What follows belongs to an exercise in optimizing a design on an open flow for small area and a short achievable clock period; a production flow would make more cautious choices.
RTL that was checked went through simulation tests only; none was proved equivalent to the original.
Power figures rest on the tool's default switching activity, not on a simulated workload.

// alu
module alu(
           clk,
           rst_n,
           src1,
           src2,
           ALU_control,
           result,
           zero,
           cout,
           overflow
           );
Settings: LEC_CHECK=0, CAP_MARGIN=20, CORE_MARGIN=2, CORE_UTILIZATION=60, CTS_BUF_LIST=sky130_fd_sc_hd__clkbuf_4, SLEW_MARGIN=20; clock period 11.0 ns.
standard.sh (not shown) runs the stock make flow with config.mk's settings and CLKGATE_MAP_FILE= SYNTH_SCRIPT=/design/flow/synth_recipe.tcl, a recipe that flattens the netlist after the stock synthesis.
==> flow/flow/run.sh <==
#!/bin/bash
# Layout flow: the standard layout, with two changes.
# 1. Synthesis is the standard synthesis (synth_recipe.tcl, so -nofsm -noshare,
#    flatten and the same renames) except that Yosys does not extract full and
#    half adder cells, and ABC maps the logic with flow/abc.script instead of
#    the ORFS speed script. The registers are the standard synthesis's.
# 2. The port buffers are the small plain buffer instead of the default
#    delay-buffer cell, and the resizer's setup repair aims for a slack margin.
# Each tool's output goes to a log of its own in the work folder.
set -euo pipefail
here=$(pwd)
{ head -n 1 synth_recipe.tcl
  cat <<'EOT'
# ABC with this flow's own script
proc abc {args} {
  set i [lsearch -exact $args -script]
  if {$i >= 0} { lset args [expr {$i + 1}] $::env(OWN_ABC_SCRIPT) }
  yosys abc {*}$args
}
EOT
  tail -n +2 synth_recipe.tcl
} > own_synth.tcl
sed -e "s#SYNTH_SCRIPT=[^ ]*#SYNTH_SCRIPT=$here/own_synth.tcl ADDER_MAP_FILE=#" standard.sh > own_synth.sh
export OWN_ABC_SCRIPT=$here/flow/abc.script
bash own_synth.sh synth > synth.log 2>&1
export BUFFER_PORTS_ARGS="-buffer_cell sky130_fd_sc_hd__buf_1"
export SETUP_SLACK_MARGIN=6.25
bash standard.sh > layout.log 2>&1
==> flow/flow/abc.script <==
strash
&get -n
&st
&dc2
&dch -f
&nf -R 1000
&dch -f
&nf -R 1000
&put
topo
buffer -c
upsize -c
dnsize -c
stime -c
The starting point completed without violations.
Change:
--- a/flow/flow/abc.script
+++ b/flow/flow/abc.script
@@ -3,3 +3,2 @@
 &st
-&dc2
 &dch -f
--- a/flow/config.mk
+++ b/flow/config.mk
@@ -9,3 +9,3 @@
 export CORE_MARGIN = 2
-export CORE_UTILIZATION = 60
+export CORE_UTILIZATION = 50
 export CTS_BUF_LIST = sky130_fd_sc_hd__clkbuf_4
What happened:
- The new run completed without violations
- cell count climbs by about 4%
- sequential cell count is unchanged
- first-iteration DRC count went down by about 30%
Change:
--- a/flow/config.mk
+++ b/flow/config.mk
@@ -9,4 +9,4 @@
 export CORE_MARGIN = 2
-export CORE_UTILIZATION = 50
-export CTS_BUF_LIST = sky130_fd_sc_hd__clkbuf_4
+export CORE_UTILIZATION = 60
+export CTS_BUF_LIST = sky130_fd_sc_hd__clkbuf_4 sky130_fd_sc_hd__clkbuf_8
 export SLEW_MARGIN = 20
Sequential share of layout area hardly moves.
Design area barely changes.
Total power increases by 4.6%.
Clock-buffer cell count stays the same.
Routed wire length decreases by about 2%.
Critical path depth is unchanged.
Via count is about the same.
Core utilization increases by 11 points.
Global-route usage increases by 3.4 points.
Change:
--- a/flow/flow/run.sh
+++ b/flow/flow/run.sh
@@ -26,3 +26,8 @@
 export BUFFER_PORTS_ARGS="-buffer_cell sky130_fd_sc_hd__buf_1"
-export SETUP_SLACK_MARGIN=6.25
+MARGINS=(6.25 6.25 6.5)
+export SETUP_SLACK_MARGIN=${MARGINS[0]}
+bash standard.sh place > layout_place.log 2>&1
+export SETUP_SLACK_MARGIN=${MARGINS[1]}
+bash standard.sh cts > layout_cts.log 2>&1
+export SETUP_SLACK_MARGIN=${MARGINS[2]}
 bash standard.sh > layout.log 2>&1
--- a/flow/config.mk
+++ b/flow/config.mk
@@ -10,3 +10,3 @@
 export CORE_UTILIZATION = 60
-export CTS_BUF_LIST = sky130_fd_sc_hd__clkbuf_4 sky130_fd_sc_hd__clkbuf_8
+export CTS_BUF_LIST = sky130_fd_sc_hd__clkbuf_4
 export SLEW_MARGIN = 20
Count of clock-buffer cells in the layout stays the same.
Routed wire length rises by 8.1%.
Setup slack improves by 0.12 ns.
Total power falls by 0.67%.
Sequential power hardly moves.
Final area rises by 5.2%.
Non-clock buffer count rises by 9.
Worst hold slack degrades by 0.081 ns.

* * *

== pine ==
alu, a different RTL version from the one above (not shown whole).
Size in the first run: ~34 flip-flops, ~110 I/O pins.
export LEC_CHECK = 0
export CAP_MARGIN = 20
export CORE_MARGIN = 2
export CORE_UTILIZATION = 60
export SLEW_MARGIN = 20
create_clock -name core_clock -period 11.0 [get_ports {clk}]
==> flow/flow/run.sh <==
#!/bin/bash
# Layout flow: the standard layout, with two changes.
# 1. Synthesis is the standard synthesis (synth_recipe.tcl, so -nofsm -noshare,
#    flatten and the same renames) except that Yosys does not extract full and
#    half adder cells, and ABC maps the logic with flow/abc.script instead of
#    the ORFS speed script. The registers are the standard synthesis's.
# 2. The port buffers are the small plain buffer instead of the default
#    delay-buffer cell, and the resizer's setup repair aims for a slack margin.
# Each tool's output goes to a log of its own in the work folder.
set -euo pipefail
here=$(pwd)
{ head -n 1 synth_recipe.tcl
  cat <<'EOT'
# ABC with this flow's own script
proc abc {args} {
  set i [lsearch -exact $args -script]
  if {$i >= 0} { lset args [expr {$i + 1}] $::env(OWN_ABC_SCRIPT) }
  yosys abc {*}$args
}
EOT
  tail -n +2 synth_recipe.tcl
} > own_synth.tcl
sed -e "s#SYNTH_SCRIPT=[^ ]*#SYNTH_SCRIPT=$here/own_synth.tcl ADDER_MAP_FILE=#" standard.sh > own_synth.sh
export OWN_ABC_SCRIPT=$here/flow/abc.script
bash own_synth.sh synth > synth.log 2>&1
export BUFFER_PORTS_ARGS="-buffer_cell sky130_fd_sc_hd__buf_1"
export SETUP_SLACK_MARGIN=6
bash standard.sh > layout.log 2>&1
==> flow/flow/abc.script <==
strash
&get -n
&st
&dch -f
&nf -R 1000
&dch -f
&nf -R 1000
&put
topo
buffer -c
upsize -c
dnsize -c
stime -c
The following lists how maple was set up differently from pine:
==> flow/flow/run.sh <==
#!/bin/bash
set -euo pipefail
export BUFFER_PORTS_ARGS="-buffer_cell sky130_fd_sc_hd__buf_1"
export SETUP_SLACK_MARGIN=6

bash standard.sh > standard_flow.log 2>&1
removed: flow/flow/abc.script
- Taking pine as the reference, in maple final weighted congestion in routability-driven placement moved down, number of cells on the critical path moved up.
- | via total after detailed routing | higher: pine |
- NOTE: non-clock buffer count in maple exceeds that of pine
- Going from pine to maple, post-synthesis area per instance grows by 9.0%.
- Sort pine and maple by number of detailed-routing iterations run before antenna repair asc -> top: maple
- Adder-cell share of the synthesized area was higher in the run labelled maple.
No run of this note included a check of the RTL's function; only the layout flow was run.

* * *

Setup of run A:
The RTL this note starts from:
==> flow/design.v <==
`timescale 1ns/1ps
module alu(
           clk,
           rst_n,
           src1,
           src2,
           ALU_control,
           result,
           zero,
           cout,
           overflow
           );
input           clk;
input           rst_n;
input  [32-1:0] src1;
input  [32-1:0] src2;
input   [4-1:0] ALU_control;
output [32-1:0] result;
output          zero;
output          cout;
output          overflow;
  wire is_and = (ALU_control == 4'b0000);
  wire is_or  = (ALU_control == 4'b0001);
  wire is_add = (ALU_control == 4'b0010);
  wire is_sub = (ALU_control == 4'b0110);
  wire is_slt = (ALU_control == 4'b0111);
  wire is_nor = (ALU_control == 4'b1100);
  wire arith  = is_add | is_sub;
  wire        inv = ALU_control[2];
  wire [31:0] b   = src2 ^ {32{inv}};
  wire [31:0] p   = src1 ^ b;
  wire [31:0] g   = src1 & b;
  wire [31:0] g0 = {g[31:1], g[0] | (p[0] & inv)};
  wire [31:0] p0 = p;
  wire G0_1 = g0[1] | (p0[1] & g0[0]);
  wire G0_3 = g0[3] | (p0[3] & g0[2]);
  wire P0_3 = p0[3] & p0[2];
  wire G0_5 = g0[5] | (p0[5] & g0[4]);
  wire P0_5 = p0[5] & p0[4];
  wire G0_7 = g0[7] | (p0[7] & g0[6]);
  wire P0_7 = p0[7] & p0[6];
  wire G0_9 = g0[9] | (p0[9] & g0[8]);
  wire P0_9 = p0[9] & p0[8];
  wire G0_11 = g0[11] | (p0[11] & g0[10]);
  wire P0_11 = p0[11] & p0[10];
  wire G0_13 = g0[13] | (p0[13] & g0[12]);
  wire P0_13 = p0[13] & p0[12];
  wire G0_15 = g0[15] | (p0[15] & g0[14]);
  wire P0_15 = p0[15] & p0[14];
  wire G0_17 = g0[17] | (p0[17] & g0[16]);
  wire P0_17 = p0[17] & p0[16];
  wire G0_19 = g0[19] | (p0[19] & g0[18]);
  wire P0_19 = p0[19] & p0[18];
  wire G0_21 = g0[21] | (p0[21] & g0[20]);
  wire P0_21 = p0[21] & p0[20];
  wire G0_23 = g0[23] | (p0[23] & g0[22]);
  wire P0_23 = p0[23] & p0[22];
  wire G0_25 = g0[25] | (p0[25] & g0[24]);
  wire P0_25 = p0[25] & p0[24];
  wire G0_27 = g0[27] | (p0[27] & g0[26]);
  wire P0_27 = p0[27] & p0[26];
  wire G0_29 = g0[29] | (p0[29] & g0[28]);
  wire P0_29 = p0[29] & p0[28];
  wire G0_31 = g0[31] | (p0[31] & g0[30]);
  wire P0_31 = p0[31] & p0[30];
  wire G1_2 = g0[2] | (p0[2] & G0_1);
  wire G1_3 = G0_3 | (P0_3 & G0_1);
  wire G1_6 = g0[6] | (p0[6] & G0_5);
  wire P1_6 = p0[6] & P0_5;
  wire G1_7 = G0_7 | (P0_7 & G0_5);
  wire P1_7 = P0_7 & P0_5;
  wire G1_10 = g0[10] | (p0[10] & G0_9);
  wire P1_10 = p0[10] & P0_9;
  wire G1_11 = G0_11 | (P0_11 & G0_9);
  wire P1_11 = P0_11 & P0_9;
  wire G1_14 = g0[14] | (p0[14] & G0_13);
  wire P1_14 = p0[14] & P0_13;
  wire G1_15 = G0_15 | (P0_15 & G0_13);
  wire P1_15 = P0_15 & P0_13;
  wire G1_18 = g0[18] | (p0[18] & G0_17);
  wire P1_18 = p0[18] & P0_17;
  wire G1_19 = G0_19 | (P0_19 & G0_17);
  wire P1_19 = P0_19 & P0_17;
  wire G1_22 = g0[22] | (p0[22] & G0_21);
  wire P1_22 = p0[22] & P0_21;
  wire G1_23 = G0_23 | (P0_23 & G0_21);
  wire P1_23 = P0_23 & P0_21;
  wire G1_26 = g0[26] | (p0[26] & G0_25);
  wire P1_26 = p0[26] & P0_25;
  wire G1_27 = G0_27 | (P0_27 & G0_25);
  wire P1_27 = P0_27 & P0_25;
  wire G1_30 = g0[30] | (p0[30] & G0_29);
  wire P1_30 = p0[30] & P0_29;
  wire G1_31 = G0_31 | (P0_31 & G0_29);
  wire P1_31 = P0_31 & P0_29;
  wire G2_4 = g0[4] | (p0[4] & G1_3);
  wire G2_5 = G0_5 | (P0_5 & G1_3);
  wire G2_6 = G1_6 | (P1_6 & G1_3);
  wire G2_7 = G1_7 | (P1_7 & G1_3);
  wire G2_12 = g0[12] | (p0[12] & G1_11);
  wire P2_12 = p0[12] & P1_11;
  wire G2_13 = G0_13 | (P0_13 & G1_11);
  wire P2_13 = P0_13 & P1_11;
  wire G2_14 = G1_14 | (P1_14 & G1_11);
  wire P2_14 = P1_14 & P1_11;
  wire G2_15 = G1_15 | (P1_15 & G1_11);
  wire P2_15 = P1_15 & P1_11;
  wire G2_20 = g0[20] | (p0[20] & G1_19);
  wire P2_20 = p0[20] & P1_19;
  wire G2_21 = G0_21 | (P0_21 & G1_19);
  wire P2_21 = P0_21 & P1_19;
  wire G2_22 = G1_22 | (P1_22 & G1_19);
  wire P2_22 = P1_22 & P1_19;
  wire G2_23 = G1_23 | (P1_23 & G1_19);
  wire P2_23 = P1_23 & P1_19;
  wire G2_28 = g0[28] | (p0[28] & G1_27);
  wire P2_28 = p0[28] & P1_27;
  wire G2_29 = G0_29 | (P0_29 & G1_27);
  wire P2_29 = P0_29 & P1_27;
  wire G2_30 = G1_30 | (P1_30 & G1_27);
  wire P2_30 = P1_30 & P1_27;
  wire G2_31 = G1_31 | (P1_31 & G1_27);
  wire P2_31 = P1_31 & P1_27;
  wire G3_8 = g0[8] | (p0[8] & G2_7);
  wire G3_9 = G0_9 | (P0_9 & G2_7);
  wire G3_10 = G1_10 | (P1_10 & G2_7);
  wire G3_11 = G1_11 | (P1_11 & G2_7);
  wire G3_12 = G2_12 | (P2_12 & G2_7);
  wire G3_13 = G2_13 | (P2_13 & G2_7);
  wire G3_14 = G2_14 | (P2_14 & G2_7);
  wire G3_15 = G2_15 | (P2_15 & G2_7);
  wire G3_24 = g0[24] | (p0[24] & G2_23);
  wire P3_24 = p0[24] & P2_23;
  wire G3_25 = G0_25 | (P0_25 & G2_23);
  wire P3_25 = P0_25 & P2_23;
  wire G3_26 = G1_26 | (P1_26 & G2_23);
  wire P3_26 = P1_26 & P2_23;
  wire G3_27 = G1_27 | (P1_27 & G2_23);
  wire P3_27 = P1_27 & P2_23;
  wire G3_28 = G2_28 | (P2_28 & G2_23);
  wire P3_28 = P2_28 & P2_23;
  wire G3_29 = G2_29 | (P2_29 & G2_23);
  wire P3_29 = P2_29 & P2_23;
  wire G3_30 = G2_30 | (P2_30 & G2_23);
  wire P3_30 = P2_30 & P2_23;
  wire G3_31 = G2_31 | (P2_31 & G2_23);
  wire P3_31 = P2_31 & P2_23;
  wire G4_16 = g0[16] | (p0[16] & G3_15);
  wire G4_17 = G0_17 | (P0_17 & G3_15);
  wire G4_18 = G1_18 | (P1_18 & G3_15);
  wire G4_19 = G1_19 | (P1_19 & G3_15);
  wire G4_20 = G2_20 | (P2_20 & G3_15);
  wire G4_21 = G2_21 | (P2_21 & G3_15);
  wire G4_22 = G2_22 | (P2_22 & G3_15);
  wire G4_23 = G2_23 | (P2_23 & G3_15);
  wire G4_24 = G3_24 | (P3_24 & G3_15);
  wire G4_25 = G3_25 | (P3_25 & G3_15);
  wire G4_26 = G3_26 | (P3_26 & G3_15);
  wire G4_27 = G3_27 | (P3_27 & G3_15);
  wire G4_28 = G3_28 | (P3_28 & G3_15);
  wire G4_29 = G3_29 | (P3_29 & G3_15);
  wire G4_30 = G3_30 | (P3_30 & G3_15);
  wire G4_31 = G3_31 | (P3_31 & G3_15);
  wire [32:0] c;
  assign c[0] = inv;
  assign c[1] = g0[0];
  assign c[2] = G0_1;
  assign c[3] = G1_2;
  assign c[4] = G1_3;
  assign c[5] = G2_4;
  assign c[6] = G2_5;
  assign c[7] = G2_6;
  assign c[8] = G2_7;
  assign c[9] = G3_8;
  assign c[10] = G3_9;
  assign c[11] = G3_10;
  assign c[12] = G3_11;
  assign c[13] = G3_12;
  assign c[14] = G3_13;
  assign c[15] = G3_14;
  assign c[16] = G3_15;
  assign c[17] = G4_16;
  assign c[18] = G4_17;
  assign c[19] = G4_18;
  assign c[20] = G4_19;
  assign c[21] = G4_20;
  assign c[22] = G4_21;
  assign c[23] = G4_22;
  assign c[24] = G4_23;
  assign c[25] = G4_24;
  assign c[26] = G4_25;
  assign c[27] = G4_26;
  assign c[28] = G4_27;
  assign c[29] = G4_28;
  assign c[30] = G4_29;
  assign c[31] = G4_30;
  assign c[32] = G4_31;
  wire [31:0] sum = p ^ c[31:0];
  wire        ovf = c[31] ^ c[32];
  wire        lt  = sum[31] ^ ovf;
  wire [31:0] orv = src1 | src2;
  wire [31:0] res = ({32{is_and}} & (src1 & src2))
                  | ({32{is_or}}  & orv)
                  | ({32{is_nor}} & ~orv)
                  | ({32{arith}}  & sum)
                  | {31'b0, is_slt & lt};
  reg  [31:0] r_result;
  reg         r_cout;
  reg         r_ovf;
  always @(posedge clk or negedge rst_n) begin
    if (!rst_n) begin
      r_result <= 32'b0;
      r_cout   <= 1'b0;
      r_ovf    <= 1'b0;
    end else begin
      r_result <= res;
      r_cout   <= arith & c[32];
      r_ovf    <= arith & ovf;
    end
  end
  assign result   = r_result;
  assign zero     = ~(|r_result);
  assign cout     = r_cout;
  assign overflow = r_ovf;
endmodule
clock: 11.0 ns
lec_check: 0
cap_margin: 20
core_margin: 2
core_utilization: 60
slew_margin: 20
==> flow/flow/run.sh <==
#!/bin/bash
# Layout flow: the standard layout, with two changes.
# 1. Synthesis is the standard synthesis (synth_recipe.tcl, so -nofsm -noshare,
#    flatten and the same renames) except that Yosys does not extract full and
#    half adder cells, and ABC maps the logic with flow/abc.script instead of
#    the ORFS speed script. The registers are the standard synthesis's.
# 2. The port buffers are the small plain buffer instead of the default
#    delay-buffer cell, and the resizer's setup repair aims for a slack margin.
# Each tool's output goes to a log of its own in the work folder.
set -euo pipefail
here=$(pwd)
{ head -n 1 synth_recipe.tcl
  cat <<'EOT'
# ABC with this flow's own script
proc abc {args} {
  set i [lsearch -exact $args -script]
  if {$i >= 0} { lset args [expr {$i + 1}] $::env(OWN_ABC_SCRIPT) }
  yosys abc {*}$args
}
EOT
  tail -n +2 synth_recipe.tcl
} > own_synth.tcl
sed -e "s#SYNTH_SCRIPT=[^ ]*#SYNTH_SCRIPT=$here/own_synth.tcl ADDER_MAP_FILE=#" standard.sh > own_synth.sh
export OWN_ABC_SCRIPT=$here/flow/abc.script
bash own_synth.sh synth > synth.log 2>&1
export BUFFER_PORTS_ARGS="-buffer_cell sky130_fd_sc_hd__buf_1"
export SETUP_SLACK_MARGIN=6.5
bash standard.sh > layout.log 2>&1
==> flow/flow/abc.script <==
strash
&get -n
&st
&dch -f
&nf -R 1000
&dch -f
&nf -R 1000
&put
topo
buffer -c
upsize -c
dnsize -c
stime -c
### run A -> run F
diff --git a/flow/flow/run.sh b/flow/flow/run.sh
--- a/flow/flow/run.sh
+++ b/flow/flow/run.sh
@@ -26,3 +26,3 @@
 export BUFFER_PORTS_ARGS="-buffer_cell sky130_fd_sc_hd__buf_1"
-export SETUP_SLACK_MARGIN=6.5
+export SETUP_SLACK_MARGIN=6.25
 bash standard.sh > layout.log 2>&1
Results
Run F finished all stages; the layout is clean. Diff run A -> run F | setup slack | decrease of 0.16 ns. Re number of violations of the max-capacitance limit: no difference whatsoever between run A and run F. Between run A and run F, register share of the cell area increased. In run F the total routed wirelength turned out about 11% lower than in run A.

-- what the ideal ports hide --
The flow's constraints put no driver on any port. The routed layouts listed below were extracted and timed again, unchanged, in two steps. Step 1 assumes that a clkbuf_16 drives the clock port and a buf_2 every other input. Step 2 adds t to the input delays and takes it off the output delays; t is the mean of the earliest and latest rising clock arrival at the registers after step 1. Input paths then give back, and output paths get back, about the clock's delay inside the block. Three values: no drivers, after step 1, after step 2; two values: the first two.
run	t (ns)	slack for setup (ns)	cell pins on the clock port's net
the first run of note 1	0.355	5.739 / 5.722 / 5.367	1
the second run of note 1	0.364	6.501 / 6.504 / 6.139	1
the third run of note 1	0.312	6.466 / 6.470 / 6.157	1
the fourth run of note 1	0.363	6.586 / 6.587 / 6.223	1
pine	0.324	6.172 / 6.175 / 5.852	1
maple	0.309	6.181 / 6.177 / 5.867	1
run A	0.315	6.565 / 6.549 / 6.234	1
run F	0.316	6.402 / 6.409 / 6.093	1
After both steps every run listed still meets setup and hold. For the first run of note 1, which loses most, drivers alone change the setup slack by -0.017 ns; drivers and shift together by -0.372 ns.
